Context: an optimization exercise on an open-source flow, tuned for small area, a short achievable clock period and few clock cycles per item. The choices shown serve that exercise and are no tape-out recipe.
Where RTL was checked, it was by simulation tests only, not by an equivalence proof against the original.
Function not checked in run 5: the RTL went through the layout flow alone.
Power and IR drop assume default switching activity.

==> design/flow/config.mk <==
export PLATFORM = sky130hd
export DESIGN_NAME = processor
export DESIGN_NICKNAME = processor
export VERILOG_FILES = /design/flow/design.v
export SDC_FILE = /design/flow/constraint.sdc
export NUM_CORES = 4
export LEC_CHECK = 0
export CAP_MARGIN = 20
export CORE_MARGIN = 2
export CORE_UTILIZATION = 55
export CTS_BUF_LIST = sky130_fd_sc_hd__clkbuf_4 sky130_fd_sc_hd__clkbuf_8
export SETUP_SLACK_MARGIN = 3.0
export SLEW_MARGIN = 20
export SYNTH_HIERARCHICAL = 1
export SYNTH_MINIMUM_KEEP_SIZE = 0
==> design/flow/constraint.sdc <==
create_clock -name core_clock -period 7.0 [get_ports {clock}]
set_input_delay 1.4000 -clock core_clock [delete_from_list [all_inputs] [get_ports {clock}]]
set_output_delay 1.4000 -clock core_clock [all_outputs]
set_load 0.01 [all_outputs]
==> design/flow/design.v <==
module addks(x, y, cin, s);
	input [15:0] x, y;
	input cin;
	output [15:0] s;
	wire p0_0, g0_0;
	ks_pgc u_pg0 (.x(x[0]), .y(y[0]), .c(cin), .p(p0_0), .g(g0_0));
	wire p0_1, g0_1;
	ks_pg u_pg1 (.x(x[1]), .y(y[1]), .p(p0_1), .g(g0_1));
	wire p0_2, g0_2;
	ks_pg u_pg2 (.x(x[2]), .y(y[2]), .p(p0_2), .g(g0_2));
	wire p0_3, g0_3;
	ks_pg u_pg3 (.x(x[3]), .y(y[3]), .p(p0_3), .g(g0_3));
	wire p0_4, g0_4;
	ks_pg u_pg4 (.x(x[4]), .y(y[4]), .p(p0_4), .g(g0_4));
	wire p0_5, g0_5;
	ks_pg u_pg5 (.x(x[5]), .y(y[5]), .p(p0_5), .g(g0_5));
	wire p0_6, g0_6;
	ks_pg u_pg6 (.x(x[6]), .y(y[6]), .p(p0_6), .g(g0_6));
	wire p0_7, g0_7;
	ks_pg u_pg7 (.x(x[7]), .y(y[7]), .p(p0_7), .g(g0_7));
	wire p0_8, g0_8;
	ks_pg u_pg8 (.x(x[8]), .y(y[8]), .p(p0_8), .g(g0_8));
	wire p0_9, g0_9;
	ks_pg u_pg9 (.x(x[9]), .y(y[9]), .p(p0_9), .g(g0_9));
	wire p0_10, g0_10;
	ks_pg u_pg10 (.x(x[10]), .y(y[10]), .p(p0_10), .g(g0_10));
	wire p0_11, g0_11;
	ks_pg u_pg11 (.x(x[11]), .y(y[11]), .p(p0_11), .g(g0_11));
	wire p0_12, g0_12;
	ks_pg u_pg12 (.x(x[12]), .y(y[12]), .p(p0_12), .g(g0_12));
	wire p0_13, g0_13;
	ks_pg u_pg13 (.x(x[13]), .y(y[13]), .p(p0_13), .g(g0_13));
	wire p0_14, g0_14;
	ks_pg u_pg14 (.x(x[14]), .y(y[14]), .p(p0_14), .g(g0_14));
	wire p0_15, g0_15;
	ks_pg u_pg15 (.x(x[15]), .y(y[15]), .p(p0_15), .g(g0_15));
	wire g1_1;
	ks_gcp u_1_1 (.gh(g0_1), .ph(p0_1), .gl(g0_0), .go(g1_1));
	wire g1_2, p1_2;
	ks_bcp u_1_2 (.gh(g0_2), .ph(p0_2), .gl(g0_1), .pl(p0_1), .go(g1_2), .po(p1_2));
	wire g1_3, p1_3;
	ks_bcp u_1_3 (.gh(g0_3), .ph(p0_3), .gl(g0_2), .pl(p0_2), .go(g1_3), .po(p1_3));
	wire g1_4, p1_4;
	ks_bcp u_1_4 (.gh(g0_4), .ph(p0_4), .gl(g0_3), .pl(p0_3), .go(g1_4), .po(p1_4));
	wire g1_5, p1_5;
	ks_bcp u_1_5 (.gh(g0_5), .ph(p0_5), .gl(g0_4), .pl(p0_4), .go(g1_5), .po(p1_5));
	wire g1_6, p1_6;
	ks_bcp u_1_6 (.gh(g0_6), .ph(p0_6), .gl(g0_5), .pl(p0_5), .go(g1_6), .po(p1_6));
	wire g1_7, p1_7;
	ks_bcp u_1_7 (.gh(g0_7), .ph(p0_7), .gl(g0_6), .pl(p0_6), .go(g1_7), .po(p1_7));
	wire g1_8, p1_8;
	ks_bcp u_1_8 (.gh(g0_8), .ph(p0_8), .gl(g0_7), .pl(p0_7), .go(g1_8), .po(p1_8));
	wire g1_9, p1_9;
	ks_bcp u_1_9 (.gh(g0_9), .ph(p0_9), .gl(g0_8), .pl(p0_8), .go(g1_9), .po(p1_9));
	wire g1_10, p1_10;
	ks_bcp u_1_10 (.gh(g0_10), .ph(p0_10), .gl(g0_9), .pl(p0_9), .go(g1_10), .po(p1_10));
	wire g1_11, p1_11;
	ks_bcp u_1_11 (.gh(g0_11), .ph(p0_11), .gl(g0_10), .pl(p0_10), .go(g1_11), .po(p1_11));
	wire g1_12, p1_12;
	ks_bcp u_1_12 (.gh(g0_12), .ph(p0_12), .gl(g0_11), .pl(p0_11), .go(g1_12), .po(p1_12));
	wire g1_13, p1_13;
	ks_bcp u_1_13 (.gh(g0_13), .ph(p0_13), .gl(g0_12), .pl(p0_12), .go(g1_13), .po(p1_13));
	wire g1_14, p1_14;
	ks_bcp u_1_14 (.gh(g0_14), .ph(p0_14), .gl(g0_13), .pl(p0_13), .go(g1_14), .po(p1_14));
	wire g1_15, p1_15;
	ks_bcp u_1_15 (.gh(g0_15), .ph(p0_15), .gl(g0_14), .pl(p0_14), .go(g1_15), .po(p1_15));
	wire inv1 = ~g0_0;
	wire g2_2;
	ks_gcn u_2_2 (.gh(g1_2), .ph(p1_2), .gl(inv1), .go(g2_2));
	wire g2_3;
	ks_gcn u_2_3 (.gh(g1_3), .ph(p1_3), .gl(g1_1), .go(g2_3));
	wire g2_4, p2_4;
	ks_bcn u_2_4 (.gh(g1_4), .ph(p1_4), .gl(g1_2), .pl(p1_2), .go(g2_4), .po(p2_4));
	wire g2_5, p2_5;
	ks_bcn u_2_5 (.gh(g1_5), .ph(p1_5), .gl(g1_3), .pl(p1_3), .go(g2_5), .po(p2_5));
	wire g2_6, p2_6;
	ks_bcn u_2_6 (.gh(g1_6), .ph(p1_6), .gl(g1_4), .pl(p1_4), .go(g2_6), .po(p2_6));
	wire g2_7, p2_7;
	ks_bcn u_2_7 (.gh(g1_7), .ph(p1_7), .gl(g1_5), .pl(p1_5), .go(g2_7), .po(p2_7));
	wire g2_8, p2_8;
	ks_bcn u_2_8 (.gh(g1_8), .ph(p1_8), .gl(g1_6), .pl(p1_6), .go(g2_8), .po(p2_8));
	wire g2_9, p2_9;
	ks_bcn u_2_9 (.gh(g1_9), .ph(p1_9), .gl(g1_7), .pl(p1_7), .go(g2_9), .po(p2_9));
	wire g2_10, p2_10;
	ks_bcn u_2_10 (.gh(g1_10), .ph(p1_10), .gl(g1_8), .pl(p1_8), .go(g2_10), .po(p2_10));
	wire g2_11, p2_11;
	ks_bcn u_2_11 (.gh(g1_11), .ph(p1_11), .gl(g1_9), .pl(p1_9), .go(g2_11), .po(p2_11));
	wire g2_12, p2_12;
	ks_bcn u_2_12 (.gh(g1_12), .ph(p1_12), .gl(g1_10), .pl(p1_10), .go(g2_12), .po(p2_12));
	wire g2_13, p2_13;
	ks_bcn u_2_13 (.gh(g1_13), .ph(p1_13), .gl(g1_11), .pl(p1_11), .go(g2_13), .po(p2_13));
	wire g2_14, p2_14;
	ks_bcn u_2_14 (.gh(g1_14), .ph(p1_14), .gl(g1_12), .pl(p1_12), .go(g2_14), .po(p2_14));
	wire g2_15, p2_15;
	ks_bcn u_2_15 (.gh(g1_15), .ph(p1_15), .gl(g1_13), .pl(p1_13), .go(g2_15), .po(p2_15));
	wire g3_4;
	ks_gcp u_3_4 (.gh(g2_4), .ph(p2_4), .gl(g0_0), .go(g3_4));
	wire inv2 = ~g1_1;
	wire g3_5;
	ks_gcp u_3_5 (.gh(g2_5), .ph(p2_5), .gl(inv2), .go(g3_5));
	wire g3_6;
	ks_gcp u_3_6 (.gh(g2_6), .ph(p2_6), .gl(g2_2), .go(g3_6));
	wire g3_7;
	ks_gcp u_3_7 (.gh(g2_7), .ph(p2_7), .gl(g2_3), .go(g3_7));
	wire g3_8, p3_8;
	ks_bcp u_3_8 (.gh(g2_8), .ph(p2_8), .gl(g2_4), .pl(p2_4), .go(g3_8), .po(p3_8));
	wire g3_9, p3_9;
	ks_bcp u_3_9 (.gh(g2_9), .ph(p2_9), .gl(g2_5), .pl(p2_5), .go(g3_9), .po(p3_9));
	wire g3_10, p3_10;
	ks_bcp u_3_10 (.gh(g2_10), .ph(p2_10), .gl(g2_6), .pl(p2_6), .go(g3_10), .po(p3_10));
	wire g3_11, p3_11;
	ks_bcp u_3_11 (.gh(g2_11), .ph(p2_11), .gl(g2_7), .pl(p2_7), .go(g3_11), .po(p3_11));
	wire g3_12, p3_12;
	ks_bcp u_3_12 (.gh(g2_12), .ph(p2_12), .gl(g2_8), .pl(p2_8), .go(g3_12), .po(p3_12));
	wire g3_13, p3_13;
	ks_bcp u_3_13 (.gh(g2_13), .ph(p2_13), .gl(g2_9), .pl(p2_9), .go(g3_13), .po(p3_13));
	wire g3_14, p3_14;
	ks_bcp u_3_14 (.gh(g2_14), .ph(p2_14), .gl(g2_10), .pl(p2_10), .go(g3_14), .po(p3_14));
	wire g3_15, p3_15;
	ks_bcp u_3_15 (.gh(g2_15), .ph(p2_15), .gl(g2_11), .pl(p2_11), .go(g3_15), .po(p3_15));
	wire inv3 = ~g0_0;
	wire g4_8;
	ks_gcn u_4_8 (.gh(g3_8), .ph(p3_8), .gl(inv3), .go(g4_8));
	wire g4_9;
	ks_gcn u_4_9 (.gh(g3_9), .ph(p3_9), .gl(g1_1), .go(g4_9));
	wire inv4 = ~g2_2;
	wire g4_10;
	ks_gcn u_4_10 (.gh(g3_10), .ph(p3_10), .gl(inv4), .go(g4_10));
	wire inv5 = ~g2_3;
	wire g4_11;
	ks_gcn u_4_11 (.gh(g3_11), .ph(p3_11), .gl(inv5), .go(g4_11));
	wire g4_12;
	ks_gcn u_4_12 (.gh(g3_12), .ph(p3_12), .gl(g3_4), .go(g4_12));
	wire g4_13;
	ks_gcn u_4_13 (.gh(g3_13), .ph(p3_13), .gl(g3_5), .go(g4_13));
	wire g4_14;
	ks_gcn u_4_14 (.gh(g3_14), .ph(p3_14), .gl(g3_6), .go(g4_14));
	wire g4_15;
	ks_gcn u_4_15 (.gh(g3_15), .ph(p3_15), .gl(g3_7), .go(g4_15));
	ks_sum u_s0 (.p(p0_0), .c(cin), .s(s[0]));
	ks_sum u_s1 (.p(p0_1), .c(g0_0), .s(s[1]));
	ks_sumn u_s2 (.p(p0_2), .c(g1_1), .s(s[2]));
	ks_sum u_s3 (.p(p0_3), .c(g2_2), .s(s[3]));
	ks_sum u_s4 (.p(p0_4), .c(g2_3), .s(s[4]));
	ks_sumn u_s5 (.p(p0_5), .c(g3_4), .s(s[5]));
	ks_sumn u_s6 (.p(p0_6), .c(g3_5), .s(s[6]));
	ks_sumn u_s7 (.p(p0_7), .c(g3_6), .s(s[7]));
	ks_sumn u_s8 (.p(p0_8), .c(g3_7), .s(s[8]));
	ks_sum u_s9 (.p(p0_9), .c(g4_8), .s(s[9]));
	ks_sum u_s10 (.p(p0_10), .c(g4_9), .s(s[10]));
	ks_sum u_s11 (.p(p0_11), .c(g4_10), .s(s[11]));
	ks_sum u_s12 (.p(p0_12), .c(g4_11), .s(s[12]));
	ks_sum u_s13 (.p(p0_13), .c(g4_12), .s(s[13]));
	ks_sum u_s14 (.p(p0_14), .c(g4_13), .s(s[14]));
	ks_sum u_s15 (.p(p0_15), .c(g4_14), .s(s[15]));
endmodule
module ks_pg(x, y, p, g);
	input x, y;
	output p, g;
	assign p = x ^ y;
	assign g = x & y;
endmodule
module ks_pgc(x, y, c, p, g);
	input x, y, c;
	output p, g;
	assign p = x ^ y;
	assign g = (x & y) | (p & c);
endmodule
module ks_bcp(gh, ph, gl, pl, go, po);
	input gh, ph, gl, pl;
	output go, po;
	assign go = ~(gh | (ph & gl));
	assign po = ~(ph & pl);
endmodule
module ks_bcn(gh, ph, gl, pl, go, po);
	input gh, ph, gl, pl;    
	output go, po;
	assign go = ~(gh & (ph | gl));
	assign po = ~(ph | pl);
endmodule
module ks_gcp(gh, ph, gl, go);
	input gh, ph, gl;
	output go;
	assign go = ~(gh | (ph & gl));
endmodule
module ks_gcn(gh, ph, gl, go);
	input gh, ph, gl;        
	output go;
	assign go = ~(gh & (ph | gl));
endmodule
module ks_sum(p, c, s);
	input p, c;
	output s;
	assign s = p ^ c;
endmodule
module ks_sumn(p, c, s);
	input p, c;              
	output s;
	assign s = ~(p ^ c);
endmodule
module pcnext(pc, foff, seq, pred);
	input [5:0] pc;          
	input [5:0] foff;        
	output [5:0] seq;        
	output [5:0] pred;       
	assign seq = pc + 6'd1;
	assign pred = pc + foff;
endmodule
module processor (clock, reset, instr, pc, bus, bus_valid, exit);
	input clock;
	input reset;             
	input [15:0] instr;      
	output reg [5:0] pc;     
	output [15:0] bus;
	output bus_valid;
	output exit;
	reg [2:0] op;            
	reg [7:0] sa, sb;        
	reg [9:0] lo;            
	reg [5:0] alt;           
	reg valid;               
	reg halted;              
	wire [15:0] imm = {{6{lo[9]}}, lo};
	wire [5:0] off = lo[5:0];
	wire ex = valid & ~halted;
	reg [15:0] r0, r1, r2, r3, r4, r5, r6, r7;
	wire [15:0] ra = ({16{sa[0]}} & r0) | ({16{sa[1]}} & r1) | ({16{sa[2]}} & r2) | ({16{sa[3]}} & r3) |
	                 ({16{sa[4]}} & r4) | ({16{sa[5]}} & r5) | ({16{sa[6]}} & r6) | ({16{sa[7]}} & r7);
	wire [15:0] rb = ({16{sb[0]}} & r0) | ({16{sb[1]}} & r1) | ({16{sb[2]}} & r2) | ({16{sb[3]}} & r3) |
	                 ({16{sb[4]}} & r4) | ({16{sb[5]}} & r5) | ({16{sb[6]}} & r6) | ({16{sb[7]}} & r7);
	wire sub = (op == 3'b001);
	wire [15:0] sum;
	addks u_add (.x(ra), .y(rb ^ {16{sub}}), .cin(sub), .s(sum));
	wire s_sum = ~reset & (op == 3'b000 | op == 3'b001);
	wire s_nan = ~reset & (op == 3'b010);
	wire s_imm = ~reset & (op == 3'b101);
	wire s_rep = ~reset & (op == 3'b111);
	wire [15:0] wd = ({16{s_sum}} & sum) | ({16{s_nan}} & ~(ra & rb)) |
	                 ({16{s_imm}} & imm) | ({16{s_rep}} & rb);
	wire wr = ex & (op == 3'b000 | op == 3'b001 | op == 3'b010 | op == 3'b101 | op == 3'b111);
	wire [7:0] we = {8{reset}} | ({8{wr}} & sa);
	always @(posedge clock) begin
		if (we[0]) r0 <= wd;
		if (we[1]) r1 <= wd;
		if (we[2]) r2 <= wd;
		if (we[3]) r3 <= wd;
		if (we[4]) r4 <= wd;
		if (we[5]) r5 <= wd;
		if (we[6]) r6 <= wd;
		if (we[7]) r7 <= wd;
	end
	wire pred_ex = (op == 3'b110) & off[5];
	wire taken = (ra == 16'd0) & (off != 6'd0);
	wire redirect = ex & (op == 3'b110) & (taken != pred_ex);
	wire pred = (instr[15:13] == 3'b110) & instr[5];
	wire [5:0] pc_seq, pc_pred;
	pcnext u_pcnext (.pc(pc), .foff(instr[5:0]), .seq(pc_seq), .pred(pc_pred));
	always @(posedge clock) begin
		op <= instr[15:13];
		sa <= 8'd1 << instr[12:10];
		sb <= 8'd1 << instr[9:7];
		lo <= instr[9:0];
		alt <= pred ? pc_seq : pc_pred;
		if (reset) begin
			pc <= 6'd0;
			valid <= 1'b0;
			halted <= 1'b0;
		end else begin
			pc <= redirect ? alt : pred ? pc_pred : pc_seq;
			valid <= ~redirect;
			if (ex & (op == 3'b011)) halted <= 1'b1;
		end
	end
	assign bus = ra;
	assign bus_valid = ex & (op == 3'b100);
	assign exit = halted | (ex & (op == 3'b011));
endmodule
==> design/flow/run.sh <==
#!/bin/bash
# synth_recipe.tcl (not shown) runs the flow's synth.tcl, then flattens the netlist and writes it again
# the make line also repeats each setting of config.mk as NAME=value (left out here)
make -C /OpenROAD-flow-scripts/flow DESIGN_CONFIG=/design/flow/config.mk WORK_HOME=/design/flow/orfs CLKGATE_MAP_FILE= SYNTH_SCRIPT=/design/flow/synth_recipe.tcl finish
==> run_results.csv, run 1 <==
group,metric,value,unit
cells_and_area,final-seq-area,4720,sq um
placed_design,hpwl,15.5,mm
floorplan,core,15000,sq um
power,pwr-share-comb,22.5,%
worst_setup_path,cp_slowest_cell,"dfxtp_2",
worst_setup_path,cp_cell_sequence,"a22oi_1 > nand4_1 > clkdlybuf4s50_1",
sta,holdWs,516,ps
sta,finalMaxSlewViolations,0,
global_route,grt_antenna_before_repair,0,
sta,setup_viol,0,
synth,synthAdderAreaFrac,3.54,%
detailed_routing,via_per_inst,7.05,
global_route,grt_start_max_net_pins,20,
cells_and_area,final_cell_mix,"edfxtp_1, a22oi_1, nand2_1",
detailed_routing,drc,0,
synth,syn-instance-count,678,
synth,seq_area_frac_synth,56.4,%
worst_setup_path,r2r-start,"sb[3]",
sta,final_hold_viol_count,0,
clock_tree,insertion_delay,480,ps
floorplan,die_w,127,um
sta,slew_headroom,23.0,%
detailed_routing,firstDrtPassIters,7,
synth,synth_nets,719,
synth,synth_top_cell_by_area,"edfxtp_1",
worst_setup_path,critical_path.max_stage_delay,750,ps
sta,worstMarginPinSlew,1160,ps
worst_setup_path,cp_data_required_time,5600,ps
global_route,grt_pass1_wl,37.3,mm
sta,rsz0062_at_grt,"false",
floorplan,start_util,55.5,%
synth,syn_area,8350,sq um
power,leakage,3.36,nW
worst_setup_path,critPathMaxFanout,17,
power,seqPwrFrac,52.6,%
synth,ys_types,48,
global_route,grt.total_usage,31.5,%
synth,synth_top_family_by_area,"compound AO/OA/AOI/OAI gates",
power,power.share.clock,24.9,%
cells_and_area,mostFrequentLayoutCell,"edfxtp_1",
detailed_routing,vias,6402,
synth,syn_area_per_cell,12.3,sq um
cells_and_area,num-fill-cells,1222,
sta,min_period,3740,ps
worst_setup_path,critPathLaunchType,"flip-flop",
clock_tree,cts_hold_buf,0,
power,switchingPower,0.000797,W
cells_and_area,nets,748,
worst_setup_path,r2r_cells,13,
run,cap_viol_max_count,0,
synth,synth_xor_area_share,4.30,%
sta,fin_skew,22.4,ps
clock_tree,cts_made_buffers,17,
global_route,grt_pass1_vias,6347,
clock_tree,clkTransAtPathRegs,80,ps
floorplan,die-area,16200,sq um
synth,synth_area_leaders,"edfxtp_1, a22oi_1, dfxtp_1, ha_1, nand2_1",
worst_setup_path,crit_end,"bus[15]",
clock_tree,postCtsSetupBuffers,0,
synth,ys_seq_elements,171,
sta,finalSetupTns,0,ps
floorplan,die_h,127,um
synth,yosys.area_share.simple,9.79,%
cells_and_area,antenna_cells,0,
power,peakVddDrop,0.142,mV
sta,setup_slack,3260,ps
worst_setup_path,crit_arrival,2340,ps
run_status,outcome,"complete, no violations",
placed_design,place_congestion,0.979,
power,power-per-cell-area,272,nW/um^2
detailed_routing,wirelength,24.9,mm
cells_and_area,fin_area,9180,sq um
placed_design,port_buffers,41,
clock_tree,post_cts_resized,8,
floorplan,num_rows,45,
placed_design,dp_slack,3130,ps
worst_setup_path,crit_start,"sa[3]",
global_route,grt.overflow.total,0,
worst_setup_path,worstSetupPathType,"reg2out",
sta,max_freq,0.267,GHz
cells_and_area,utilization,61.0,%
detailed_routing,drt_iter0_markers,884,
placed_design,dpl_cell_area,8810,sq um
worst_setup_path,r2r_slack,3510,ps
power,sw_frac_of_total,31.9,%
sta,final.period_utilization,53.4,%
synth,yosysWarningCount,7,
synth,yosys.area.top_type_share,46.0,%
clock_tree,cts.path.max_buffers,2,
floorplan,io_pins,42,
clock_tree,cts_root_buf,"clkbuf_8",
clock_tree,htree_levels,4,
worst_setup_path,r2r_end,"r3[15]",
clock_tree,clock_sinks,171,
min_path,hold_path_class,"reg2reg",
worst_setup_path,cp-end-kind,"primary output",
cells_and_area,multi_input_area,3360,sq um
cells_and_area,layout-drive-gt1-share,15.3,%
detailed_routing,wl_per_cell,27.5,um
power,internal_power,0.00170,W
detailed_routing,ant_nets,0,
synth,synth_compound_area_share,20.8,%
clock_tree,cts_tree,"built",
synth,synth.area.mux_share,1.53,%
cells_and_area,area_growth,9.91,%
-- cell type report --
class,count,area share [%]
clock inverter,12,0.968
timing repair buffer,53,5.45
inverter,5,0.205
sequential,171,51.4
clock buffer,20,2.80
multi-input combinational,459,36.6
tap,188,2.56
-- modules after synthesis, one instance, submodules excluded, excerpt --
module / cell area, sq um / flip-flops and latches
ks_sumn: 8.76 / 0
ks_sum: 8.76 / 0
ks_gcp: 8.76 / 0
ks_pgc: 20.0 / 0
pcnext: 259 / 0
ks_bcp: 12.5 / 0
processor: 7250 / 171
-- through the flow --
step	power [W]	std cells
global route	0.00260	908
detailed placement	0.00188	876
global placement	0.00188	876
CTS	0.00250	908
floorplan	0.00169	678
finish	0.00250	908
-- logic make-up (layout without fill, tap and decap cells) --
group / count (synthesis) / in the layout
buffers and inverters: 48 / 90
flip-flops: 171 / 171
adder cells (fa/ha/maj): 23 / 23
multiplexers: 12 / 12
XOR/XNOR: 41 / 41
AO/OA/AOI/OAI: 222 / 222
AND/OR/NAND/NOR: 161 / 161
-- cell usage after synthesis (all sizes together) --
cell type / number
fa: 1
o2111ai: 1
clkbuf: 24
nor3b: 7
nor2: 17
nand3: 3
a22oi: 128
nand2: 73
inv: 5
and3b: 5
a221oi: 7
nand2b: 1
nor3: 6
ha: 22
nor2b: 3
mux2: 6
a211oi: 7
nor4: 5
xor2: 30
and3: 3
or4: 1
dfxtp: 43
nand4: 33
a222oi: 9
a21o: 12
o21bai: 1
buf: 19
edfxtp: 128
o2111a: 1
and2: 1
o21ai: 21
nand4b: 1
mux2i: 6
xnor2: 11
or3: 1
a21oi: 35
nor4b: 1
-- power groups by stage --
stage	Combinational, W	Clock (W)	Sequential [W]
6_report	0.000563	0.000622	0.00131
5_1_grt	0.000610	0.000669	0.00132
4_1_cts	0.000555	0.000632	0.00131
2_1_floorplan	0.000399	0	0.00129
3_3_place_gp	0.000547	0	0.00133
3_5_place_dp	0.000552	0	0.00133
-- worst min path at each step --
stage | startpoint | to | slack [ps] | cells past startpoint
floorplan | alt[0] | pc[0] | 480 | 2
global placement | alt[2] | pc[2] | 490 | 2
detailed placement | alt[2] | pc[2] | 500 | 2
CTS | alt[2] | pc[2] | 520 | 2
global route | alt[4] | pc[4] | 560 | 2
finish | alt[2] | pc[2] | 520 | 2
-- flip-flops by register name, summed over array words and instances, names as in the netlist, 8 cells and up --
| register | flops |
|---|---|
| r0 | 16 |
| r1 | 16 |
| r2 | 16 |
| r3 | 16 |
| r4 | 16 |
| r5 | 16 |
| r6 | 16 |
| r7 | 16 |
| lo | 10 |
| sa | 8 |
| sb | 8 |
-- worst max-delay path: cells and delay by family, from the launching register on --
kind / cells / cell delay, ps
buffers and inverters: 1 / 610
AOI/OAI and AO/OA: 1 / 200
DFF: 1 / 750
and+or+nand+nor: 1 / 320
-- layer usage --
metal	global-route usage [%]	vias up	routed length (um)
li1	-	2750	-
met1	41.0	3134	9640
met2	48.6	413	11400
met3	9.34	105	2710
met4	15.1	0	1140
met5	0	-	0
Testbench counts, summed over its fixed seeds: cycles 45,298, instructions 43,963.
==> run 2, diff against run 1 <==
--- a/design/flow/config.mk
+++ b/design/flow/config.mk
@@ -9,7 +9,7 @@
 export CORE_MARGIN = 2
 export CORE_UTILIZATION = 55
 export CTS_BUF_LIST = sky130_fd_sc_hd__clkbuf_4 sky130_fd_sc_hd__clkbuf_8
-export SETUP_SLACK_MARGIN = 3.0
+export SETUP_SLACK_MARGIN = 3.5
 export SLEW_MARGIN = 20
 export SYNTH_HIERARCHICAL = 1
 export SYNTH_MINIMUM_KEEP_SIZE = 0
==> run_results.csv, run 2 <==
group,metric,value,unit
detailed_routing,wirelength,25.0,mm
worst_setup_path,critPathLaunchType,"flip-flop",
clock_tree,htree_levels,4,
sta,final_hold_viol_count,0,
power,sw_frac_of_total,31.9,%
synth,synth.most_common_cell,"edfxtp_1",
worst_setup_path,critPathMaxFanout,17,
sta,max_freq,0.284,GHz
sta,finalMaxSlewViolations,0,
clock_tree,clock_sinks,171,
synth,syn_area,8350,sq um
sta,finalSetupTns,0,ps
worst_setup_path,worstSetupPathType,"reg2out",
power,power.share.clock,24.8,%
global_route,grt_pass1_wl,37.4,mm
clock_tree,clkTransAtPathRegs,90,ps
detailed_routing,drc,0,
power,switchingPower,0.000802,W
sta,setup_viol,0,
cells_and_area,num-fill-cells,1218,
detailed_routing,drt_iter0_markers,963,
synth,synth_top_cell_by_area,"edfxtp_1",
global_route,grt_pass1_vias,6316,
worst_setup_path,cp-end-kind,"primary output",
worst_setup_path,cp_slowest_cell,"clkdlybuf4s50_1",
power,power-per-cell-area,271,nW/um^2
cells_and_area,final_cell_mix,"edfxtp_1, a22oi_1, nand2_1",
floorplan,die_w,127,um
worst_setup_path,crit_arrival,2120,ps
sta,final.period_utilization,50.3,%
sta,slew_headroom,19.8,%
detailed_routing,vias,6419,
power,peakVddDrop,0.143,mV
power,seqPwrFrac,52.2,%
sta,worstMarginPinSlew,1200,ps
floorplan,die_h,127,um
worst_setup_path,cp_data_required_time,5600,ps
detailed_routing,wl_per_cell,27.3,um
synth,seq_area_frac_synth,56.4,%
cells_and_area,area_growth,11.1,%
min_path,hold_path_class,"reg2reg",
worst_setup_path,critPathTopFamily,"buffers and inverters",
detailed_routing,via_per_inst,7.02,
synth,synth_area_leaders,"edfxtp_1, a22oi_1, dfxtp_1, ha_1, nand2_1",
synth,syn-instance-count,678,
placed_design,place_congestion,0.979,
floorplan,die-area,16200,sq um
clock_tree,cts_made_buffers,17,
floorplan,num_rows,45,
placed_design,hpwl,15.5,mm
global_route,grt.overflow.total,0,
synth,yosysWarningCount,7,
sta,holdWs,515,ps
global_route,grt_start_max_net_pins,20,
synth,ys_types,48,
sta,rsz0062_at_grt,"true",
detailed_routing,ant_nets,0,
floorplan,io_pins,42,
worst_setup_path,crit_buf_inv,1,
clock_tree,insertion_delay,470,ps
clock_tree,cts_root_buf,"clkbuf_8",
synth,ys_seq_elements,171,
cells_and_area,layout-drive-gt1-share,17.2,%
worst_setup_path,cp_cell_sequence,"a22oi_1 > nand4_1 > clkdlybuf4s50_1",
detailed_routing,firstDrtPassIters,8,
cells_and_area,nets,754,
synth,synthFlopType,"edfxtp_1",
floorplan,core,15000,sq um
synth,synth_common_cells,"edfxtp_1, a22oi_1, nand2_1, dfxtp_1, nand4_1",
clock_tree,cts_tree,"built",
synth,syn_area_per_cell,12.3,sq um
run,cap_viol_max_count,0,
synth,synth_edf_count,128,
global_route,grt.total_usage,31.5,%
cells_and_area,mostFrequentLayoutCell,"edfxtp_1",
synth,yosys.area.top_type_share,46.0,%
clock_tree,cts.path.max_buffers,2,
cells_and_area,antenna_cells,0,
floorplan,start_util,55.5,%
sta,fin_skew,14.5,ps
sta,min_period,3520,ps
synth,synth_nets,719,
global_route,grt_antenna_before_repair,0,
power,leakage,3.40,nW
worst_setup_path,critical_path.max_stage_delay,610,ps
run_status,outcome,"complete, no violations",
power,internal_power,0.00171,W
power,pwr-share-comb,23.0,%
placed_design,port_buffers,41,
synth,synthArstFlopShare,0,%
run 2: cell count changes in the layout (fill, tap and decap cells not counted), moves of 3 or more:
cell     delta
buf_4       +6
nand2_1     -3
nand2_2     +3
dfxtp_4     +8
dfxtp_2     -7
run 2: area by class of cell:
cell class                      count  area (sq um)  area share, %
Clock buffer                       20           256           2.77
Clock inverter                     12          88.8          0.958
Inverter                            5          18.8          0.202
Multi-Input combinational cell    459          3390           36.6
Sequential cell                   171          4740           51.1
Tap cell                          188           235           2.54
Timing Repair Buffer               59           546           5.88
run 2: path summary, 6_finish.rpt:
path         cells after the start  slack [ps]      to  startpoint
max                              3        3480  bus[3]       sa[2]
max reg2reg                     12        3690  r1[13]       sb[3]
min                              2         520   pc[2]      alt[2]
min reg2reg                      2         520   pc[2]      alt[2]
run 2: power groups by stage:
stage	Clock (W)	Sequential, W	Combinational [W]
3_3_place_gp	0	0.00133	0.000547
2_1_floorplan	0	0.00129	0.000399
3_5_place_dp	0	0.00133	0.000552
6_report	0.000622	0.00131	0.000577
4_1_cts	0.000632	0.00131	0.000556
5_1_grt	0.000668	0.00132	0.000625
run 2: through the flow:
step	instance area (sq um)	setup slack [ps]	total power (W)	cells	utilization [%]
4_1_cts	9200	3460	0.00250	909	61.2
5_1_grt	9280	3430	0.00262	914	61.7
3_3_place_gp	8810	3200	0.00188	876	58.6
3_5_place_dp	8810	3130	0.00188	876	58.6
2_1_floorplan	8350	3680	0.00169	678	-
6_report	9280	3480	0.00251	914	61.7
run 2: layer usage:
| layer | part of all wire, % | up-vias | GRT usage, % |
|---|---|---|---|
| met3 | 11 | 91 | 7.91 |
| met4 | 3.9 | 0 | 14.9 |
| met5 | 0 | - | 0 |
| li1 | - | 2763 | - |
| met2 | 46 | 448 | 49.2 |
| met1 | 39 | 3117 | 41.6 |
run 2: what timing repair did:
action | CTS | global route
hold buffers | 0 | 0
pin swaps | 2 | 2
setup endpoints to repair | 75 | 45
setup buffers | 1 | 5
gates resized for setup | 18 | 9
gates cloned | 0 | 0
run 2: tightest hold or removal path, cell delays in order (launching register included):
cell      delay [ps]
dfxtp_1          300
a21oi_1          110
a211oi_1          60
run 2: Yosys stat by module, one instance, submodules excluded:
module | cell area (sq um) | flip-flops and latches | cells inside | times used
ks_sumn | 8.76 | 0 | 1 | 5
ks_pgc | 20.0 | 0 | 2 | 1
ks_gcn | 5.00 | 0 | 1 | 9
ks_bcn | 12.5 | 0 | 2 | 11
pcnext | 259 | 0 | 29 | 1
ks_pg | 12.5 | 0 | 1 | 15
ks_bcp | 12.5 | 0 | 2 | 20
addks | 15.0 | 0 | 4 | 1
processor | 7250 | 171 | 536 | 1
ks_gcp | 8.76 | 0 | 1 | 5
ks_sum | 8.76 | 0 | 1 | 11
run 2: kinds of logic after synthesis:
group / synth area share, %
multiplexers: 1.53
flip-flops: 56.4
XOR/XNOR: 4.30
AND/OR/NAND/NOR: 9.79
buffers and inverters: 3.66
AO/OA/AOI/OAI: 20.8
adder cells (fa/ha/maj): 3.54
==> run 3, diff against run 2 <==
--- a/design/flow/config.mk
+++ b/design/flow/config.mk
@@ -9,7 +9,7 @@
 export CORE_MARGIN = 2
 export CORE_UTILIZATION = 55
 export CTS_BUF_LIST = sky130_fd_sc_hd__clkbuf_4 sky130_fd_sc_hd__clkbuf_8
-export SETUP_SLACK_MARGIN = 3.5
+export SETUP_SLACK_MARGIN = 4.0
 export SLEW_MARGIN = 20
 export SYNTH_HIERARCHICAL = 1
 export SYNTH_MINIMUM_KEEP_SIZE = 0
==> run_results.csv, run 3 <==
group,metric,value,unit
synth,synth_top_cell_by_area,"edfxtp_1",
power,sw_frac_of_total,32.9,%
global_route,grt_pass1_vias,6907,
global_route,grt_start_max_net_pins,20,
worst_setup_path,cp_slowest_cell,"nand4_1",
cells_and_area,nets,880,
run,cap_viol_max_count,0,
worst_setup_path,critical_path.max_stage_delay,440,ps
floorplan,die_w,127,um
min_path,min_path_cells,2,
synth,synth_area_leaders,"edfxtp_1, a22oi_1, dfxtp_1, ha_1, nand2_1",
min_path,hold_path_class,"reg2reg",
floorplan,core,15000,sq um
clock_tree,cts_made_buffers,17,
power,power.share.clock,25.7,%
power,internal_power,0.00206,W
worst_setup_path,cp_cell_sequence,"buf_12 > a22oi_2 > nand4_1 > xor2_2 > ha_4 > nand2_8 > nor2_4 > nand2_2 > o21ai_2 > xor2_1 > a221oi_2 > nand2_2",
sta,worstMarginPinSlew,1250,ps
detailed_routing,ant_nets,0,
worst_setup_path,critPathMaxFanout,8,
power,power-per-cell-area,267,nW/um^2
sta,finalSetupTns,0,ps
clock_tree,clock_sinks,171,
cells_and_area,num-fill-cells,899,
placed_design,port_buffers,41,
clock_tree,cts_tree,"built",
floorplan,start_util,55.5,%
worst_setup_path,critPathLaunchType,"flip-flop",
worst_setup_path,critPathMostFrequentCell,"nand2_2",
detailed_routing,drc,0,
floorplan,die-area,16200,sq um
detailed_routing,drt_iter0_markers,1052,
clock_tree,htree_levels,4,
global_route,grt_antenna_before_repair,0,
sta,max_freq,0.302,GHz
sta,final.period_utilization,47.3,%
synth,seq_area_frac_synth,56.4,%
clock_tree,insertion_delay,480,ps
cells_and_area,final_cell_mix,"edfxtp_1, buf_4, a22oi_1",
cells_and_area,mostFrequentLayoutCell,"edfxtp_1",
clock_tree,cts_root_buf,"clkbuf_8",
global_route,grt_pass1_wl,40.7,mm
worst_setup_path,cp-end-kind,"flip-flop",
power,seqPwrFrac,43.2,%
sta,fin_skew,16.3,ps
power,peakVddDrop,0.176,mV
synth,ys_seq_elements,171,
clock_tree,cts.path.max_buffers,2,
worst_setup_path,worstSetupPathType,"reg2reg",
synth,synth_nets,719,
detailed_routing,via_per_inst,7.03,
worst_setup_path,cp_data_required_time,7200,ps
synth,syn_area,8350,sq um
power,pwr-share-comb,31.1,%
synth,synthFlopType,"edfxtp_1",
sta,slew_headroom,16.4,%
cells_and_area,area_growth,37.8,%
sta,min_period,3310,ps
cells_and_area,layout-drive-gt1-share,48.0,%
clock_tree,clkTransAtPathRegs,100,ps
sta,finalMaxSlewViolations,0,
synth,yosys.area.top_type_share,46.0,%
power,switchingPower,0.00101,W
worst_setup_path,crit_arrival,3510,ps
detailed_routing,wirelength,30.5,mm
sta,final_hold_viol_count,0,
global_route,grt.total_usage,34.1,%
worst_setup_path,r2r_cells,12,
placed_design,place_congestion,0.902,
clock_tree,cts_hold_buf,0,
synth,synth.most_common_cell,"edfxtp_1",
detailed_routing,wl_per_cell,29.3,um
power,leakage,4.33,nW
synth,syn_area_per_cell,12.3,sq um
synth,yosysWarningCount,7,
synth,synth_edf_count,128,
detailed_routing,firstDrtPassIters,6,
global_route,grt.overflow.total,0,
placed_design,hpwl,15.1,mm
synth,synthArstFlopShare,0,%
sta,rsz0062_at_grt,"true",
detailed_routing,vias,7314,
power,total_power,0.00307,W
synth,ys_types,48,
floorplan,num_rows,45,
run_status,outcome,"complete, no violations",
synth,syn-instance-count,678,
synth,synth_common_cells,"edfxtp_1, a22oi_1, nand2_1, dfxtp_1, nand4_1",
floorplan,die_h,127,um
floorplan,io_pins,42,
sta,setup_viol,0,
run 3: metrics by stage:
| step | hold slack, ps | cells | utilization, % | setup slack, ps | area (sq um) |
|---|---|---|---|---|---|
| after floorplan | 481 | 678 | - | 4000 | 8360 |
| after global placement | 488 | 874 | 58.5 | 3310 | 8790 |
| after detailed placement | 500 | 874 | 58.5 | 3290 | 8790 |
| after CTS | 511 | 996 | 68.4 | 3890 | 10300 |
| after global routing | 544 | 1040 | 76.5 | 3640 | 11500 |
| final | 512 | 1041 | 76.5 | 3690 | 11500 |
run 3: cells by family after synthesis:
| family | count (synthesis) | synth area share [%] |
|---|---|---|
| buffers and inverters | 48 | 3.66 |
| AOI/OAI and AO/OA | 222 | 20.8 |
| DFF | 171 | 56.4 |
| and+or+nand+nor | 161 | 9.79 |
| muxes | 12 | 1.53 |
| adders and majority gates | 23 | 3.54 |
| xor gates and xnor gates | 41 | 4.30 |
run 3: final cells by class:
class	instances	area, sq um	area share (%)
Clock buffer	18	241	2.10
Tap cell	188	235	2.05
Sequential cell	171	4760	41.4
Multi-Input combinational cell	459	4290	37.3
Inverter	5	18.8	0.163
Antenna cell	1	2.50	0.0218
Timing Repair Buffer	185	1740	15.1
Clock inverter	14	208	1.81
run 3: path summary, 6_finish.rpt:
kind | startpoint | to | slack, ps
worst max register to register | sb[0] | r2[9] | 3690
worst min register to register | alt[4] | pc[4] | 510
worst max-delay path | sb[0] | r2[9] | 3690
worst min-delay path | alt[4] | pc[4] | 510
run 3: layer usage:
metal	up-vias	global-route usage, %	wire, um
li1	3013	-	-
met1	3541	43.4	10500
met2	580	52.3	14000
met3	180	10.1	3850
met4	0	19.9	2160
met5	-	0	0
run 3: power by group through the flow:
stage | combinational [W] | sequential (W) | clock [W]
after floorplan | 0.000400 | 0.00129 | 0
after global placement | 0.000542 | 0.00133 | 0
after detailed placement | 0.000545 | 0.00134 | 0
after CTS | 0.000680 | 0.00131 | 0.000790
after global routing | 0.000998 | 0.00133 | 0.000832
final | 0.000954 | 0.00132 | 0.000788
run 3: critical path: cells and delay by family (launching register included):
kind,cells,cell delay [ps]
AOI/OAI and AO/OA,3,710
xor gates and xnor gates,2,440
adders and majority gates,1,380
buffers and inverters,1,150
DFF,1,380
and+or+nand+nor,5,940
run 3: timing repair:
item	in CTS	in global routing
pin swaps	50	81
cloned	0	1
setup buffers	90	43
endpoints found under the setup margin	280	145
gates resized for setup	164	175
run 3: modules after synthesis (local to each module, per instance):
module,copies in the design,flip-flops and latches
processor,1,171
addks,1,0
pcnext,1,0
ks_sumn,5,0
ks_pgc,1,0
ks_bcn,11,0
ks_bcp,20,0
ks_gcn,9,0
ks_pg,15,0
ks_sum,11,0
ks_gcp,5,0
==> run 4, diff against run 3 <==
==> design/flow/flow/run.sh (new file) <==
#!/bin/bash
# Standard layout (the standard.sh, unchanged synthesis and steps), with
# one change: the buffers placed on the ports are sky130_fd_sc_hd__buf_1
# instead of the default cell the port-buffering step picks.
# The make output goes to standard.log; each ORFS step keeps its own log
# under orfs/logs/.
set -euo pipefail
export BUFFER_PORTS_ARGS="-buffer_cell sky130_fd_sc_hd__buf_1"
bash standard.sh > standard.log 2>&1
==> design/flow/standard.sh (new file) <==
#!/bin/bash
# synth_recipe.tcl (not shown) runs the flow's synth.tcl, then flattens the netlist and writes it again
# the make line also repeats each setting of config.mk as NAME=value (left out here)
make -C /OpenROAD-flow-scripts/flow DESIGN_CONFIG=/design/flow/config.mk WORK_HOME=/design/flow/orfs CLKGATE_MAP_FILE= SYNTH_SCRIPT=/design/flow/synth_recipe.tcl "${@:-finish}"
--- a/design/flow/config.mk
+++ b/design/flow/config.mk
@@ -9,7 +9,7 @@
 export CORE_MARGIN = 2
 export CORE_UTILIZATION = 55
 export CTS_BUF_LIST = sky130_fd_sc_hd__clkbuf_4 sky130_fd_sc_hd__clkbuf_8
-export SETUP_SLACK_MARGIN = 4.0
+export SETUP_SLACK_MARGIN = 3.5
 export SLEW_MARGIN = 20
 export SYNTH_HIERARCHICAL = 1
 export SYNTH_MINIMUM_KEEP_SIZE = 0
removed: design/flow/run.sh
==> run_results.csv, run 4 <==
group,metric,value,unit
sta,slew_headroom,27.5,%
worst_setup_path,crit_arrival,1960,ps
detailed_routing,wirelength,24.4,mm
synth,seq_area_frac_synth,56.4,%
power,total_power,0.00260,W
power,leakage,3.29,nW
synth,syn_area_per_cell,12.3,sq um
synth,yosys.area.top_type_share,46.0,%
placed_design,dp_slack,3190,ps
placed_design,place_congestion,0.983,
run,cap_viol_max_count,0,
floorplan,num_rows,45,
detailed_routing,vias,6366,
worst_setup_path,cp_cell_sequence,"a22oi_1 > nand4_1 > buf_1",
sta,max_freq,0.297,GHz
detailed_routing,ant_nets,0,
worst_setup_path,crit_end,"bus[14]",
synth,yosysWarningCount,7,
sta,setup_slack,3640,ps
cells_and_area,mostFrequentLayoutCell,"edfxtp_1",
run_status,outcome,"complete, no violations",
sta,finalMaxSlewViolations,0,
cells_and_area,area_growth,8.38,%
cells_and_area,nets,746,
sta,finalSetupTns,0,ps
worst_setup_path,cp-end-kind,"primary output",
global_route,grt_pass1_wl,36.5,mm
placed_design,hpwl,15.7,mm
worst_setup_path,cp_slowest_cell,"dfxtp_2",
clock_tree,cts_made_buffers,17,
worst_setup_path,critPathMaxFanout,17,
synth,ys_seq_elements,171,
sta,setup_viol,0,
power,power-per-cell-area,288,nW/um^2
cells_and_area,utilization,60.2,%
synth,synth.most_common_cell,"edfxtp_1",
worst_setup_path,r2r_end,"r1[11]",
global_route,grt.total_usage,30.7,%
synth,synth_nets,719,
cells_and_area,antenna_cells,0,
cells_and_area,fin_area,9050,sq um
power,peakVddDrop,0.149,mV
synth,synth_edf_count,128,
placed_design,port_buffers,41,
detailed_routing,wl_per_cell,26.9,um
synth,synthFlopType,"edfxtp_1",
global_route,grt_pass1_vias,6359,
clock_tree,cts_root_buf,"clkbuf_8",
clock_tree,insertion_delay,470,ps
sta,rsz0062_at_grt,"true",
worst_setup_path,crit_start,"sa[3]",
worst_setup_path,worstSetupPathType,"reg2out",
clock_tree,cts_hold_buf,0,
synth,ys_types,48,
min_path,min_path_cells,2,
clock_tree,cts_tree,"built",
worst_setup_path,r2r_cells,12,
synth,synth_top_cell_by_area,"edfxtp_1",
synth,synthArstFlopShare,0,%
synth,syn_area,8350,sq um
detailed_routing,drt_iter0_markers,799,
min_path,hold_path_class,"reg2reg",
synth,syn-instance-count,678,
worst_setup_path,critical_path.max_stage_delay,710,ps
floorplan,die-area,16200,sq um
sta,worstMarginPinSlew,1090,ps
floorplan,die_h,127,um
clock_tree,clock_sinks,171,
sta,final.period_utilization,48.0,%
clock_tree,cts.path.max_buffers,2,
global_route,grt_start_max_net_pins,20,
floorplan,io_pins,42,
clock_tree,htree_levels,4,
worst_setup_path,critPathLaunchType,"flip-flop",
worst_setup_path,r2r-start,"sb[2]",
worst_setup_path,r2r_slack,3650,ps
synth,synth_common_cells,"edfxtp_1, a22oi_1, nand2_1, dfxtp_1, nand4_1",
sta,final_hold_viol_count,0,
global_route,grt_antenna_before_repair,0,
worst_setup_path,cp_data_required_time,5600,ps
floorplan,die_w,127,um
cells_and_area,final_cell_mix,"edfxtp_1, a22oi_1, nand2_1",
placed_design,dpl_cell_area,8530,sq um
synth,synth_area_leaders,"edfxtp_1, a22oi_1, dfxtp_1, ha_1, nand2_1",
sta,fin_skew,12.4,ps
detailed_routing,via_per_inst,7.03,
floorplan,core,15000,sq um
clock_tree,clkTransAtPathRegs,90,ps
detailed_routing,drc,0,
global_route,grt.overflow.total,0,
floorplan,start_util,55.5,%
cells_and_area,layout-drive-gt1-share,17.4,%
detailed_routing,firstDrtPassIters,6,
sta,min_period,3360,ps
-- run 4: changes by cell type in the layout (fill, tap and decap cells not counted), sizes merged, moves of 2 or more --
cell	before	now
buf	159	51
clkdlybuf4s50	21	0
clkbuf	20	17
bufinv	4	2
dlygate4sd2	2	0
-- run 4: critical path: cells and delay by family, from the launching register on --
family                 cells  cell delay [ps]
AND/OR/NAND/NOR            1              380
AO/OA/AOI/OAI              1              190
buffers and inverters      1              210
flip-flops                 1              710
-- run 4: worst min path at each step --
stage	startpoint	end	slack [ps]
final	alt[2]	pc[2]	510
after global routing	alt[4]	pc[4]	540
after CTS	alt[4]	pc[4]	510
after detailed placement	alt[4]	pc[4]	500
after global placement	alt[4]	pc[4]	490
after floorplan	alt[0]	pc[0]	480
-- run 4: kinds of logic (layout without fill, tap and decap cells) --
| kind of cell | after synthesis | count (layout) | synth area share, % |
|---|---|---|---|
| XOR/XNOR | 41 | 41 | 4.30 |
| AO/OA/AOI/OAI | 222 | 222 | 20.8 |
| AND/OR/NAND/NOR | 161 | 161 | 9.79 |
| adder cells (fa/ha/maj) | 23 | 23 | 3.54 |
| flip-flops | 171 | 171 | 56.4 |
| buffers and inverters | 48 | 88 | 3.66 |
| multiplexers | 12 | 12 | 1.53 |
-- run 4: per-layer routing --
layer / vias up / track usage, % / routed length, um
met4: 0 / 20.4 / 1310
li1: 2741 / - / -
met2: 419 / 48.5 / 11500
met1: 3102 / 38.4 / 9370
met5: - / 0 / 0
met3: 104 / 6.28 / 2240
-- run 4: area by class of cell --
class / count / area (sq um)
Multi-Input combinational cell: 459 / 3430
Clock inverter: 15 / 178
Sequential cell: 171 / 4720
Clock buffer: 17 / 234
Fill cell: 1203 / 5990
Tap cell: 188 / 235
Timing Repair Buffer: 51 / 229
Inverter: 5 / 18.8
-- run 4: where the power goes --
| group | internal (W) | switching (W) | total, W |
|---|---|---|---|
| combinational | 0.000189 | 0.000372 | 0.000561 |
| clock | 0.000330 | 0.000395 | 0.000726 |
| sequential | 0.00123 | 0.0000860 | 0.00132 |
-- run 4: Yosys stat by module (local to each module, per instance), excerpt --
module / copies in the design / area (sq um)
ks_bcn: 11 / 12.5
addks: 1 / 15.0
ks_pg: 15 / 12.5
processor: 1 / 7250
ks_pgc: 1 / 20.0
ks_sumn: 5 / 8.76
-- run 4: what timing repair did --
| item | CTS | global route |
|---|---|---|
| pin swaps | 1 | 1 |
| buffers inserted | 2 | 0 |
| gates resized for setup | 14 | 14 |
| endpoints found under the setup margin | 80 | 64 |
-- run 4: through the flow --
step / hold slack (ps) / cells
after global routing: 542 / 906
after CTS: 510 / 906
after floorplan: 481 / 678
final: 512 / 906
after detailed placement: 499 / 872
after global placement: 490 / 872
==> run 5, diff against run 4 <==
--- a/design/flow/design.v
+++ b/design/flow/design.v
@@ -1,7 +1,9 @@
-module addks(x, y, cin, s);
+module addks(x, y, cin, sel, other, o);
 	input [15:0] x, y;
 	input cin;
-	output [15:0] s;
+	input sel;
+	input [15:0] other;
+	output [15:0] o;
 	wire p0_0, g0_0;
 	ks_pgc u_pg0 (.x(x[0]), .y(y[0]), .c(cin), .p(p0_0), .g(g0_0));
 	wire p0_1, g0_1;
@@ -137,22 +139,54 @@
 	ks_gcn u_4_14 (.gh(g3_14), .ph(p3_14), .gl(g3_6), .go(g4_14));
 	wire g4_15;
 	ks_gcn u_4_15 (.gh(g3_15), .ph(p3_15), .gl(g3_7), .go(g4_15));
-	ks_sum u_s0 (.p(p0_0), .c(cin), .s(s[0]));
-	ks_sum u_s1 (.p(p0_1), .c(g0_0), .s(s[1]));
-	ks_sumn u_s2 (.p(p0_2), .c(g1_1), .s(s[2]));
-	ks_sum u_s3 (.p(p0_3), .c(g2_2), .s(s[3]));
-	ks_sum u_s4 (.p(p0_4), .c(g2_3), .s(s[4]));
-	ks_sumn u_s5 (.p(p0_5), .c(g3_4), .s(s[5]));
-	ks_sumn u_s6 (.p(p0_6), .c(g3_5), .s(s[6]));
-	ks_sumn u_s7 (.p(p0_7), .c(g3_6), .s(s[7]));
-	ks_sumn u_s8 (.p(p0_8), .c(g3_7), .s(s[8]));
-	ks_sum u_s9 (.p(p0_9), .c(g4_8), .s(s[9]));
-	ks_sum u_s10 (.p(p0_10), .c(g4_9), .s(s[10]));
-	ks_sum u_s11 (.p(p0_11), .c(g4_10), .s(s[11]));
-	ks_sum u_s12 (.p(p0_12), .c(g4_11), .s(s[12]));
-	ks_sum u_s13 (.p(p0_13), .c(g4_12), .s(s[13]));
-	ks_sum u_s14 (.p(p0_14), .c(g4_13), .s(s[14]));
-	ks_sum u_s15 (.p(p0_15), .c(g4_14), .s(s[15]));
+	wire x0_0, x1_0;
+	ks_pre u_pre0 (.p(p0_0), .sel(sel), .other(other[0]), .x0(x0_0), .x1(x1_0));
+	ks_mux u_o0 (.c(cin), .x0(x0_0), .x1(x1_0), .o(o[0]));
+	wire x0_1, x1_1;
+	ks_pre u_pre1 (.p(p0_1), .sel(sel), .other(other[1]), .x0(x0_1), .x1(x1_1));
+	ks_mux u_o1 (.c(g0_0), .x0(x0_1), .x1(x1_1), .o(o[1]));
+	wire x0_2, x1_2;
+	ks_pre u_pre2 (.p(p0_2), .sel(sel), .other(other[2]), .x0(x0_2), .x1(x1_2));
+	ks_muxn u_o2 (.c(g1_1), .x0(x0_2), .x1(x1_2), .o(o[2]));
+	wire x0_3, x1_3;
+	ks_pre u_pre3 (.p(p0_3), .sel(sel), .other(other[3]), .x0(x0_3), .x1(x1_3));
+	ks_mux u_o3 (.c(g2_2), .x0(x0_3), .x1(x1_3), .o(o[3]));
+	wire x0_4, x1_4;
+	ks_pre u_pre4 (.p(p0_4), .sel(sel), .other(other[4]), .x0(x0_4), .x1(x1_4));
+	ks_mux u_o4 (.c(g2_3), .x0(x0_4), .x1(x1_4), .o(o[4]));
+	wire x0_5, x1_5;
+	ks_pre u_pre5 (.p(p0_5), .sel(sel), .other(other[5]), .x0(x0_5), .x1(x1_5));
+	ks_muxn u_o5 (.c(g3_4), .x0(x0_5), .x1(x1_5), .o(o[5]));
+	wire x0_6, x1_6;
+	ks_pre u_pre6 (.p(p0_6), .sel(sel), .other(other[6]), .x0(x0_6), .x1(x1_6));
+	ks_muxn u_o6 (.c(g3_5), .x0(x0_6), .x1(x1_6), .o(o[6]));
+	wire x0_7, x1_7;
+	ks_pre u_pre7 (.p(p0_7), .sel(sel), .other(other[7]), .x0(x0_7), .x1(x1_7));
+	ks_muxn u_o7 (.c(g3_6), .x0(x0_7), .x1(x1_7), .o(o[7]));
+	wire x0_8, x1_8;
+	ks_pre u_pre8 (.p(p0_8), .sel(sel), .other(other[8]), .x0(x0_8), .x1(x1_8));
+	ks_muxn u_o8 (.c(g3_7), .x0(x0_8), .x1(x1_8), .o(o[8]));
+	wire x0_9, x1_9;
+	ks_pre u_pre9 (.p(p0_9), .sel(sel), .other(other[9]), .x0(x0_9), .x1(x1_9));
+	ks_mux u_o9 (.c(g4_8), .x0(x0_9), .x1(x1_9), .o(o[9]));
+	wire x0_10, x1_10;
+	ks_pre u_pre10 (.p(p0_10), .sel(sel), .other(other[10]), .x0(x0_10), .x1(x1_10));
+	ks_mux u_o10 (.c(g4_9), .x0(x0_10), .x1(x1_10), .o(o[10]));
+	wire x0_11, x1_11;
+	ks_pre u_pre11 (.p(p0_11), .sel(sel), .other(other[11]), .x0(x0_11), .x1(x1_11));
+	ks_mux u_o11 (.c(g4_10), .x0(x0_11), .x1(x1_11), .o(o[11]));
+	wire x0_12, x1_12;
+	ks_pre u_pre12 (.p(p0_12), .sel(sel), .other(other[12]), .x0(x0_12), .x1(x1_12));
+	ks_mux u_o12 (.c(g4_11), .x0(x0_12), .x1(x1_12), .o(o[12]));
+	wire x0_13, x1_13;
+	ks_pre u_pre13 (.p(p0_13), .sel(sel), .other(other[13]), .x0(x0_13), .x1(x1_13));
+	ks_mux u_o13 (.c(g4_12), .x0(x0_13), .x1(x1_13), .o(o[13]));
+	wire x0_14, x1_14;
+	ks_pre u_pre14 (.p(p0_14), .sel(sel), .other(other[14]), .x0(x0_14), .x1(x1_14));
+	ks_mux u_o14 (.c(g4_13), .x0(x0_14), .x1(x1_14), .o(o[14]));
+	wire x0_15, x1_15;
+	ks_pre u_pre15 (.p(p0_15), .sel(sel), .other(other[15]), .x0(x0_15), .x1(x1_15));
+	ks_mux u_o15 (.c(g4_14), .x0(x0_15), .x1(x1_15), .o(o[15]));
 endmodule
 module ks_pg(x, y, p, g);
 	input x, y;
@@ -188,15 +222,22 @@
 	output go;
 	assign go = ~(gh & (ph | gl));
 endmodule
-module ks_sum(p, c, s);
-	input p, c;
-	output s;
-	assign s = p ^ c;
-endmodule
-module ks_sumn(p, c, s);
-	input p, c;              
-	output s;
-	assign s = ~(p ^ c);
+module ks_pre(p, sel, other, x0, x1);
+	input p, sel, other;
+	output x0, x1;
+	assign x0 = sel ? p : other;
+	assign x1 = x0 ^ sel;
+endmodule
+module ks_mux(c, x0, x1, o);
+	input c, x0, x1;
+	output o;
+	assign o = c ? x1 : x0;
+endmodule
+module ks_muxn(c, x0, x1, o);
+	input c;                 
+	input x0, x1;
+	output o;
+	assign o = c ? x0 : x1;
 endmodule
 module pcnext(pc, foff, seq, pred);
 	input [5:0] pc;          
@@ -229,14 +270,13 @@
 	wire [15:0] rb = ({16{sb[0]}} & r0) | ({16{sb[1]}} & r1) | ({16{sb[2]}} & r2) | ({16{sb[3]}} & r3) |
 	                 ({16{sb[4]}} & r4) | ({16{sb[5]}} & r5) | ({16{sb[6]}} & r6) | ({16{sb[7]}} & r7);
 	wire sub = (op == 3'b001);
-	wire [15:0] sum;
-	addks u_add (.x(ra), .y(rb ^ {16{sub}}), .cin(sub), .s(sum));
 	wire s_sum = ~reset & (op == 3'b000 | op == 3'b001);
 	wire s_nan = ~reset & (op == 3'b010);
 	wire s_imm = ~reset & (op == 3'b101);
 	wire s_rep = ~reset & (op == 3'b111);
-	wire [15:0] wd = ({16{s_sum}} & sum) | ({16{s_nan}} & ~(ra & rb)) |
-	                 ({16{s_imm}} & imm) | ({16{s_rep}} & rb);
+	wire [15:0] other = ({16{s_nan}} & ~(ra & rb)) | ({16{s_imm}} & imm) | ({16{s_rep}} & rb);
+	wire [15:0] wd;
+	addks u_add (.x(ra), .y(rb ^ {16{sub}}), .cin(sub), .sel(s_sum), .other(other), .o(wd));
 	wire wr = ex & (op == 3'b000 | op == 3'b001 | op == 3'b010 | op == 3'b101 | op == 3'b111);
 	wire [7:0] we = {8{reset}} | ({8{wr}} & sa);
 	always @(posedge clock) begin
--- a/design/flow/config.mk
+++ b/design/flow/config.mk
@@ -9,7 +9,7 @@
 export CORE_MARGIN = 2
 export CORE_UTILIZATION = 55
 export CTS_BUF_LIST = sky130_fd_sc_hd__clkbuf_4 sky130_fd_sc_hd__clkbuf_8
-export SETUP_SLACK_MARGIN = 3.5
+export SETUP_SLACK_MARGIN = 3.8
 export SLEW_MARGIN = 20
 export SYNTH_HIERARCHICAL = 1
 export SYNTH_MINIMUM_KEEP_SIZE = 0
==> run_results.csv, run 5 <==
group,metric,value,unit
detailed_routing,met2_length,12.0,mm
sta,final_hold_viol_count,0,
sta,slew_headroom,24.6,%
cells_and_area,num-fill-cells,1292,
floorplan,num_rows,46,
power,pwr-share-comb,24.1,%
clock_tree,cts_root_buf,"clkbuf_8",
floorplan,core,15700,sq um
synth,ys_types,49,
power,power-per-cell-area,278,nW/um^2
synth,seq_area_frac_synth,53.7,%
synth,syn_area_per_cell,12.6,sq um
synth,syn_area,8760,sq um
cells_and_area,layout-drive-gt1-share,22.1,%
detailed_routing,firstDrtPassIters,5,
clock_tree,cts_hold_buf,0,
power,peakVddDrop,0.125,mV
clock_tree,cts_made_buffers,17,
sta,final.period_utilization,44.7,%
worst_setup_path,crit_arrival,1730,ps
sta,setup_viol,0,
power,internal_power,0.00177,W
synth,syn-instance-count,693,
placed_design,placed_cells,917,
cells_and_area,nets,771,
cells_and_area,area_growth,8.80,%
clock_tree,clock_sinks,171,
detailed_routing,via_per_inst,6.83,
synth,yosysWarningCount,7,
run,cap_viol_max_count,0,
detailed_routing,drt_iter0_markers,754,
worst_setup_path,cp_cell_sequence,"buf_4 > a22oi_1 > nand4_1 > buf_1",
synth,synthArstFlopShare,0,%
detailed_routing,wirelength,25.5,mm
power,sw_frac_of_total,33.4,%
power,switchingPower,0.000884,W
cells_and_area,mostFrequentLayoutCell,"edfxtp_1",
detailed_routing,drc,0,
sta,finalMaxSlewViolations,0,
global_route,grt.total_usage,31.0,%
worst_setup_path,cp-end-kind,"primary output",
global_route,grt_start_max_net_pins,25,
synth,synth_area_leaders,"edfxtp_1, a22oi_1, dfxtp_1, mux2_4, ha_1",
floorplan,start_util,55.7,%
worst_setup_path,cp_slowest_cell,"dfxtp_1",
worst_setup_path,cp_data_required_time,5600,ps
sta,rsz0062_at_grt,"false",
detailed_routing,ant_nets,0,
detailed_routing,vias,6550,
detailed_routing,wl_per_cell,26.6,um
global_route,grt_pass1_vias,6320,
floorplan,die_h,130,um
detailed_routing,dr_wl_met3,2.29,mm
sta,min_period,3130,ps
synth,synth_edf_count,128,
min_path,hold_path_class,"reg2reg",
clock_tree,insertion_delay,480,ps
sta,worstMarginPinSlew,1130,ps
sta,max_freq,0.320,GHz
synth,synth.most_common_cell,"edfxtp_1",
cells_and_area,layout.cells.non_filler,959,
global_route,grt.overflow.total,0,
power,leakage,3.53,nW
sta,holdWs,512,ps
synth,synth_top_cell_by_area,"edfxtp_1",
floorplan,io_pins,42,
placed_design,hpwl,15.8,mm
clock_tree,htree_levels,4,
cells_and_area,utilization,60.6,%
placed_design,port_buffers,41,
synth,synth_nets,734,
clock_tree,cts.path.max_buffers,2,
cells_and_area,final_cell_mix,"edfxtp_1, a22oi_1, a21oi_1",
worst_setup_path,critPathMaxFanout,17,
cells_and_area,multi_input_area,3820,sq um
run_status,outcome,"complete, no violations",
worst_setup_path,critical_path.max_stage_delay,310,ps
clock_tree,clkTransAtPathRegs,90,ps
synth,ys_seq_elements,171,
global_route,grt_antenna_before_repair,0,
synth,synth_common_cells,"edfxtp_1, a22oi_1, dfxtp_1, a21oi_1",
clock_tree,cts_tree,"built",
placed_design,place_congestion,0.863,
worst_setup_path,critPathLaunchType,"flip-flop",
floorplan,die-area,16900,sq um
detailed_routing,routed.top_layer,"met4",
global_route,grt_pass1_wl,37.6,mm
cells_and_area,antenna_cells,0,
detailed_routing,wl_met1,10.4,mm
cells_and_area,final-seq-area,4740,sq um
synth,yosys.area.top_type_share,43.9,%
floorplan,die_w,130,um
sta,finalSetupTns,0,ps
power,power.share.clock,24.3,%
power,seqPwrFrac,51.6,%
sta,fin_skew,12.3,ps
worst_setup_path,worstSetupPathType,"reg2out",
synth,synthFlopType,"edfxtp_1",
==> run 5: critical path: cells and delay by family (launching register included) <==
family	cells	cell delay [ps]
AO/OA/AOI/OAI	1	200
buffers and inverters	2	450
flip-flops	1	310
AND/OR/NAND/NOR	1	280
==> run 5: metrics by stage <==
stage	setup WS, ps	cell area [sq um]	total power [W]
3_5_place_dp	2840	8980	0.00199
2_1_floorplan	3170	8800	0.00181
6_report	3870	9530	0.00265
3_3_place_gp	2920	8980	0.00197
5_1_grt	3790	9530	0.00277
4_1_cts	3730	9430	0.00263
==> run 5: final cells by class <==
type / count / share of cell area (%)
clock buffers: 17 / 2.46
repair buffers: 60 / 3.20
inverters: 5 / 0.197
clock inverters: 15 / 1.35
well taps: 216 / 2.84
flip-flops and latches: 171 / 49.8
multi-input cells: 475 / 40.1
==> run 5: worst paths after layout <==
path | end | cells after the start | slack, ps | startpoint
max | bus[2] | 4 | 3870 | sa[5]
min | pc[1] | 2 | 510 | alt[1]
max reg2reg | r4[14] | 10 | 3910 | sb[7]
min reg2reg | pc[1] | 2 | 510 | alt[1]
==> run 5: logic make-up after synthesis <==
family / count (synthesis) / synth area share, %
DFF: 171 / 53.7
buffers and inverters: 48 / 3.49
muxes: 44 / 6.94
adders and majority gates: 23 / 3.37
xor gates and xnor gates: 25 / 2.50
and+or+nand+nor: 128 / 8.27
AOI/OAI and AO/OA: 254 / 21.7
==> run 5: Yosys stat by module, one instance, submodules excluded, excerpt <==
module     flops+latches  cells inside
ks_bcn                 0             2
ks_gcp                 0             1
ks_muxn                0             1
processor            171           503
ks_mux                 0             1
pcnext                 0            29
ks_bcp                 0             2
ks_pg                  0             1
addks                  0             4
ks_pgc                 0             2
==> run 5: layer usage <==
| metal | track usage [%] | vias to the layer above |
|---|---|---|
| li1 | - | 2860 |
| met5 | 0 | - |
| met1 | 41.7 | 3233 |
| met4 | 12.8 | 0 |
| met3 | 7.05 | 82 |
| met2 | 49.0 | 375 |
==> run 5: timing repair <==
action	4_1_cts	5_1_grt
buffers inserted	3	6
resized for setup	23	15
pin swaps	4	5
setup endpoints to repair	144	106
cloned	1	0
==> run 5: power groups by stage <==
stage               Clock (W)  Sequential [W]  Combinational, W
finish               0.000644         0.00137          0.000638
detailed placement          0         0.00139          0.000604
floorplan                   0         0.00134          0.000464
CTS                  0.000655         0.00136          0.000611
global route         0.000702         0.00138          0.000688
global placement            0         0.00138          0.000591

==> static timing again, ports no longer ideal <==
How much do the figures lean on ideal ports? The routed layouts below were timed once more, with nothing changed but the port constraints.
Step 1 sets driving cells, clkbuf_16 on the clock port and buf_2 on the other inputs (assumed; they add their load-dependent delay and slew).
Step 2 also shifts input and output timing later by t, the mid clock arrival at the registers, as if the neighbouring blocks saw the same clock.
a / b / c = ideal ports / drivers / drivers and shift; a / b = the first two.
run | t, ns | slack for setup (ns) | worst slew at a driven data input, ns
run 1 | 0.504 | 3.260 / 3.221 / 3.137 | 0.04
run 2 | 0.504 | 3.477 / 3.438 / 3.174 | 0.04
run 3 | 0.508 | 3.687 / 3.687 / 3.667 | 0.04
run 4 | 0.506 | 3.637 / 3.597 / 3.471 | 0.03
run 5 | 0.515 | 3.873 / 3.833 / 3.434 | 0.04
After both steps every run listed still meets setup and hold. For run 5, which loses most, drivers alone change the setup slack by -0.040 ns; drivers and shift together by -0.439 ns.
